From an optimization exercise on the open Yosys and OpenROAD flow, aimed at small area; shortcuts taken in it are not production practice.
RTL that was checked went through simulation tests only; none was proved equivalent to the original.
Power and IR drop assume default switching activity.

== epsilon ==
==> flow/design.v (excerpt) <==
module calc(clk, rst, validIn, dataIn, dataOut);
input clk, rst, validIn;
input  [15:0] dataIn;
output reg [15:0] dataOut;
reg [1:0] state;
reg [15:0] num1;
wire inA = ~state[1] & ~state[0];
wire inB = state[0];
wire inC = state[1];
wire opAdd = dataOut[0];
wire isOp  = (dataIn[15:2] == 14'd0);
wire selSq  = inB & ~dataIn[0];
wire selMul = inC & ~opAdd;
wire [15:0] mb;
assign mb[0] = (selSq & num1[0]) | (selMul & dataIn[0]) | (inC & opAdd) | (inB & dataIn[0]);
assign mb[15:1] = ({15{selSq}} & num1[15:1]) | ({15{selMul}} & dataIn[15:1]);
wire injHi = inC & opAdd;
wire injLo = inB | (inC & opAdd);
wire [15:0] prod;
    wire pp_0_0 = ~(num1[0] & mb[0]);
    wire pp_1_0 = ~(num1[1] & mb[0]);
    wire pp_2_0 = ~(num1[2] & mb[0]);
    wire pp_3_0 = ~(num1[3] & mb[0]);
    wire pp_4_0 = ~(num1[4] & mb[0]);
    wire pp_5_0 = ~(num1[5] & mb[0]);
    wire pp_6_0 = ~(num1[6] & mb[0]);
    wire pp_7_0 = ~(num1[7] & mb[0]);
    wire pp_8_0 = ~(num1[8] & mb[0]);
    wire pp_9_0 = ~(num1[9] & mb[0]);
    wire pp_10_0 = ~(num1[10] & mb[0]);
    wire pp_11_0 = ~(num1[11] & mb[0]);
    wire pp_12_0 = ~(num1[12] & mb[0]);
    wire pp_13_0 = ~(num1[13] & mb[0]);
    wire pp_14_0 = ~(num1[14] & mb[0]);
    wire pp_15_0 = ~(num1[15] & mb[0]);
    wire pp_0_1 = ~((num1[0] & mb[1]) | (dataIn[1] & injHi));
    wire pp_1_1 = ~((num1[1] & mb[1]) | (dataIn[2] & injHi));
    wire pp_2_1 = ~((num1[2] & mb[1]) | (dataIn[3] & injHi));
    wire pp_3_1 = ~((num1[3] & mb[1]) | (dataIn[4] & injHi));
    wire pp_4_1 = ~((num1[4] & mb[1]) | (dataIn[5] & injHi));
    wire pp_5_1 = ~((num1[5] & mb[1]) | (dataIn[6] & injHi));
  ...
For scale: about 35 I/O pins.
Settings: LEC_CHECK=0, CAP_MARGIN=20, CORE_MARGIN=2, CORE_UTILIZATION=40, SLEW_MARGIN=20, SYNTH_HIERARCHICAL=1; clock period 8.0 ns.
run.sh (not shown) runs the stock make flow with config.mk's settings and CLKGATE_MAP_FILE= SYNTH_SCRIPT=/design/flow/synth_recipe.tcl, a recipe that flattens the netlist after the stock synthesis.
epsilon: PASS, flow complete, no timing, DRC or antenna violations
Setup changes, epsilon to gamma
--- a/flow/design.v
+++ b/flow/design.v
@@ -402,61 +402,37 @@
     wire s217, c218;
     fa u_s217 (.a(s5), .b(s3), .c(c216), .s(s217), .co(c218));
     wire s219, c220;
     fa u_s219 (.a(s11), .b(s9), .c(c218), .s(s219), .co(c220));
     wire s221, c222;
     fa u_s221 (.a(s19), .b(s17), .c(c220), .s(s221), .co(c222));
     wire s223, c224;
     fa u_s223 (.a(s29), .b(s27), .c(c222), .s(s223), .co(c224));
     wire s225, c226;
     fa u_s225 (.a(s41), .b(s39), .c(c224), .s(s225), .co(c226));
-    wire s227 = ~(s55 ^ s53);
-    wire c228 = s55 | s53;
+    wire s227, c228;
+    fa u_s227 (.a(s55), .b(s53), .c(c226), .s(s227), .co(c228));
     wire s229, c230;
     fa u_s229 (.a(s71), .b(s69), .c(c228), .s(s229), .co(c230));
     wire s231, c232;
     fa u_s231 (.a(s87), .b(s89), .c(c230), .s(s231), .co(c232));
     wire s233, c234;
     fa u_s233 (.a(s107), .b(s109), .c(c232), .s(s233), .co(c234));
     wire s235, c236;
     fa u_s235 (.a(c110), .b(s131), .c(c234), .s(s235), .co(c236));
     wire s237, c238;
     fa u_s237 (.a(c132), .b(s155), .c(c236), .s(s237), .co(c238));
     wire s239, c240;
     fa u_s239 (.a(c156), .b(s181), .c(c238), .s(s239), .co(c240));
     wire s241;
     xn2 u_s241 (.a(s210), .b(c240), .y(s241));
-    wire s242 = s55 ^ s53;
-    wire c243 = s55 & s53;
-    wire s244, c245;
-    fa u_s244 (.a(s71), .b(s69), .c(c243), .s(s244), .co(c245));
-    wire s246, c247;
-    fa u_s246 (.a(s87), .b(s89), .c(c245), .s(s246), .co(c247));
-    wire s248, c249;
-    fa u_s248 (.a(s107), .b(s109), .c(c247), .s(s248), .co(c249));
-    wire s250, c251;
-    fa u_s250 (.a(c110), .b(s131), .c(c249), .s(s250), .co(c251));
-    wire s252, c253;
-    fa u_s252 (.a(c132), .b(s155), .c(c251), .s(s252), .co(c253));
-    wire s254, c255;
-    fa u_s254 (.a(c156), .b(s181), .c(c253), .s(s254), .co(c255));
-    wire s256;
-    xn2 u_s256 (.a(s210), .b(c255), .y(s256));
-    wire m257 = c226 ? s227 : s242;
-    wire m258 = c226 ? s229 : s244;
-    wire m259 = c226 ? s231 : s246;
-    wire m260 = c226 ? s233 : s248;
-    wire m261 = c226 ? s235 : s250;
-    wire m262 = c226 ? s237 : s252;
-    wire m263 = c226 ? s239 : s254;
-    wire m264 = c226 ? s241 : s256;
-    assign prod = ~{m264, m263, m262, m261, m260, m259, m258, m257, s225, s223, s221, s219, s217, s215, s213, s211};
+    assign prod = ~{s241, s239, s237, s235, s233, s231, s229, s227, s225, s223, s221, s219, s217, s215, s213, s211};
 reg [15:0] res;
 reg [1:0] stn;
 always @(*) begin
     res = dataIn;
     stn = 2'b00;
     if (inB) begin
         if (isOp & dataIn[1]) res = prod;
         stn = isOp ? (dataIn[1] ? 2'b00 : 2'b10) : 2'b01;
     end else if (inC) begin
         res = prod;
[summary]
Measured against each other, gamma and epsilon differ in switching share of power, the higher figure coming from epsilon. Between gamma and epsilon, the fraction of power consumed by sequential logic is lower for gamma. epsilon leaves more setup margin than gamma. Diff gamma and epsilon: combinational group share of total power higher in epsilon. Going from epsilon to gamma, the global-route met3 utilization was found to have gone down by 0.77 points. Number of buffers inserted for hold repair after clock tree synthesis came out exactly the same in gamma and epsilon.
No run of this note included a check of the RTL's function; only the layout flow was run.

* * *

ember:
Another version of the RTL of calc (not shown whole).
For scale: roughly 410 cells after synthesis, ~34 flip-flops, ~35 I/O pins, about 4200 µm² of cells after synthesis.
Settings: LEC_CHECK=0, CAP_MARGIN=0, CORE_MARGIN=2, CORE_UTILIZATION=40, CTS_BUF_LIST=sky130_fd_sc_hd__clkbuf_8, GPL_TIMING_DRIVEN=0, SLEW_MARGIN=0, SYNTH_HIERARCHICAL=1; clock period 8.0 ns.
standard.sh (not shown) runs the stock make flow with config.mk's settings and CLKGATE_MAP_FILE= SYNTH_SCRIPT=/design/flow/synth_recipe.tcl, a recipe that flattens the netlist after the stock synthesis.
==> flow/flow/run.sh <==
#!/bin/bash
# Layout flow: the standard layout (standard.sh) with two changes:
# - the port buffers that global placement puts on every input and output
#   port are made from the smallest buffer cell (the resizer still upsizes
#   any that needs more drive);
# - clock tree synthesis adds no dummy loads (they only balance the leaf
#   buffers' loads and take area).
# Every tool's output goes to standard.log here, and ORFS's own logs.
export BUFFER_PORTS_ARGS="-buffer_cell sky130_fd_sc_hd__buf_1"
export CTS_ARGS="-sink_clustering_enable -repair_clock_nets -buf_list sky130_fd_sc_hd__clkbuf_8 -dont_use_dummy_load"
bash standard.sh finish > standard.log 2>&1
ember: flow completed, timing, DRC and antenna clean
Here is what was changed in the inputs of harbor compared with ember.
--- a/flow/design.v
+++ b/flow/design.v
@@ -574,24 +574,17 @@
     wire s233, c234;
     fa u_s233 (.a(s107), .b(s109), .c(c232), .s(s233), .co(c234));
     wire s235, c236;
     fa u_s235 (.a(c110), .b(s131), .c(c234), .s(s235), .co(c236));
     wire s237, c238;
     fa u_s237 (.a(c132), .b(s155), .c(c236), .s(s237), .co(c238));
-    wire s239;
-    xn2 u_s239 (.a(c156), .b(s181), .y(s239));
-    wire c240 = c156 | s181;
+    wire s239, c240;
+    fa u_s239 (.a(c156), .b(s181), .c(c238), .s(s239), .co(c240));
     wire s241;
     xn2 u_s241 (.a(s210), .b(c240), .y(s241));
-    wire s242 = c156 ^ s181;
-    wire c243 = c156 & s181;
-    wire s244;
-    xn2 u_s244 (.a(s210), .b(c243), .y(s244));
-    wire m245 = c238 ? s239 : s242;
-    wire m246 = c238 ? s241 : s244;
-    assign prodN = {m246, m245, s237, s235, s233, s231, s229, s227, s225, s223, s221, s219, s217, s215, s213, s211};
+    assign prodN = {s241, s239, s237, s235, s233, s231, s229, s227, s225, s223, s221, s219, s217, s215, s213, s211};
 wire selRes = inC | (inB & isOp & dataIn[1]);
 wire [1:0] stn = inB ? (isOp ? (dataIn[1] ? 2'b00 : 2'b10) : 2'b01) : (inC ? 2'b00 : 2'b01);
 wire ld    = validIn & ~rst;
 wire sResN = ~(ld & selRes);
 wire sIn   = ld & ~selRes;
 wire sOld  = ~validIn & ~rst;
Notes after the runs:
- The layout from harbor, despite a flow that completed every stage, fails the layout checks, with the failing checks listed as setup timing.
- Diff ember..harbor | number of sequential cells | unchanged
- [harbor] number of non-clock inverters in the layout fell 3 relative to ember
- Power ended up 0.14 mW lower on harbor than on ember.
- When harbor is set beside ember, its buffer share of cell area turns out to be 0.60 points larger.
- Switching power on harbor is down relative to ember.
- Higher die area was reported by ember, not harbor.
- Delta (harbor minus ember): final cell count went down by 6; combinational cell fraction of total power went down by 1.1 points; synthesized cell count now sits lower.
- Comparing harbor with ember, the post-route standard cell area excluding fillers came out essentially unchanged.
Function was not checked in any run of this note: the RTL went through the layout flow alone.

* * *

Another version of the RTL of calc (not shown whole).
For scale: ~410 cells after synthesis, ~34 flip-flops, roughly 35 I/O pins.
clock: 8.0 ns
lec_check: 0
cap_margin: 0
core_margin: 2
core_utilization: 40
cts_buf_list: sky130_fd_sc_hd__clkbuf_8
gpl_timing_driven: 0
slew_margin: 0
synth_hierarchical: 1
Scripts as last shown in full above: flow/flow/run.sh
The first run completed without violations.
Change:
--- a/flow/design.v
+++ b/flow/design.v
@@ -567,36 +567,39 @@
     fa u_s225 (.a(s41), .b(s39), .c(c224), .s(s225), .co(c226));
     wire s227, c228;
     fa u_s227 (.a(s55), .b(s53), .c(c226), .s(s227), .co(c228));
     wire s229, c230;
     fa u_s229 (.a(s71), .b(s69), .c(c228), .s(s229), .co(c230));
     wire s231, c232;
     fa u_s231 (.a(s87), .b(s89), .c(c230), .s(s231), .co(c232));
     wire s233, c234;
     fa u_s233 (.a(s107), .b(s109), .c(c232), .s(s233), .co(c234));
     wire s235, c236;
     fa u_s235 (.a(c110), .b(s131), .c(c234), .s(s235), .co(c236));
-    wire s237, c238;
-    fa u_s237 (.a(c132), .b(s155), .c(c236), .s(s237), .co(c238));
-    wire s239;
-    xn2 u_s239 (.a(c156), .b(s181), .y(s239));
-    wire c240 = c156 | s181;
+    wire s237;
+    xn2 u_s237 (.a(c132), .b(s155), .y(s237));
+    wire c238 = c132 | s155;
+    wire s239, c240;
+    fa u_s239 (.a(c156), .b(s181), .c(c238), .s(s239), .co(c240));
     wire s241;
     xn2 u_s241 (.a(s210), .b(c240), .y(s241));
-    wire s242 = c156 ^ s181;
-    wire c243 = c156 & s181;
-    wire s244;
-    xn2 u_s244 (.a(s210), .b(c243), .y(s244));
-    wire m245 = c238 ? s239 : s242;
-    wire m246 = c238 ? s241 : s244;
-    assign prodN = {m246, m245, s237, s235, s233, s231, s229, s227, s225, s223, s221, s219, s217, s215, s213, s211};
+    wire s242 = c132 ^ s155;
+    wire c243 = c132 & s155;
+    wire s244, c245;
+    fa u_s244 (.a(c156), .b(s181), .c(c243), .s(s244), .co(c245));
+    wire s246;
+    xn2 u_s246 (.a(s210), .b(c245), .y(s246));
+    wire m247 = c236 ? s237 : s242;
+    wire m248 = c236 ? s239 : s244;
+    wire m249 = c236 ? s241 : s246;
+    assign prodN = {m249, m248, m247, s235, s233, s231, s229, s227, s225, s223, s221, s219, s217, s215, s213, s211};
 wire selRes = inC | (inB & isOp & dataIn[1]);
 wire [1:0] stn = inB ? (isOp ? (dataIn[1] ? 2'b00 : 2'b10) : 2'b01) : (inC ? 2'b00 : 2'b01);
 wire ld    = validIn & ~rst;
 wire sResN = ~(ld & selRes);
 wire sIn   = ld & ~selRes;
 wire sOld  = ~validIn & ~rst;
 wire [15:0] dNext;
 genvar gi;
 generate for (gi = 0; gi < 16; gi = gi + 1) begin : g_out
     omux u_omux (.pn(prodN[gi]), .x(dataIn[gi]), .q(dataOut[gi]),
                  .s1n(sResN), .s2(sIn), .s3(sOld), .d(dNext[gi]));
Outcome: The changed run completed with no timing, DRC or antenna violations; power goes up by about 4.5%; hold slack gains 0.0031 ns; global-route usage goes up by 0.26 points; die area goes up by about 0.7%; cell count goes down by about 1%; first-iteration DRC count goes down by about 4%; core utilization goes down by 2.0 points.
The RTL of the first run of this note was laid out without a check of its function.

-- port drivers added, routing unchanged --
In the flow no input, the clock included, has a driving cell. The finished layouts below were timed again as built, in two steps. Step 1 assumes that a clkbuf_16 drives the clock port and a buf_2 every other input. Step 2 times the ports against the registers' clock, not the clock port: input delays grow and output delays shrink by t, the midpoint of the rising clock arrivals with the driver on. Slacks: ideal / step 1 / step 2; pairs: ideal / step 1.
run | shift t [ns] | slack for setup (ns) | latest minus earliest clock arrival (ns)
epsilon | 0.317 | 0.359 / 0.373 / 0.056 | 0.003 / 0.003
gamma | 0.318 | 0.227 / 0.242 / -0.075 | 0.012 / 0.011
ember | 0.309 | 0.182 / 0.185 / -0.124 | 0.017 / 0.017
harbor | 0.317 | -0.022 / -0.017 / -0.334 | 0.008 / 0.008
the first run of note 3 | 0.311 | 0.142 / 0.147 / -0.164 | 0.023 / 0.022
the second run of note 3 | 0.314 | 0.190 / 0.198 / -0.116 | 0.021 / 0.022
With both steps, setup timing fails in gamma, ember, the first run of note 3 and the second run of note 3, where it was met with ideal ports. For harbor, which loses most, drivers alone change the setup slack by +0.005 ns; drivers and shift together by -0.312 ns.
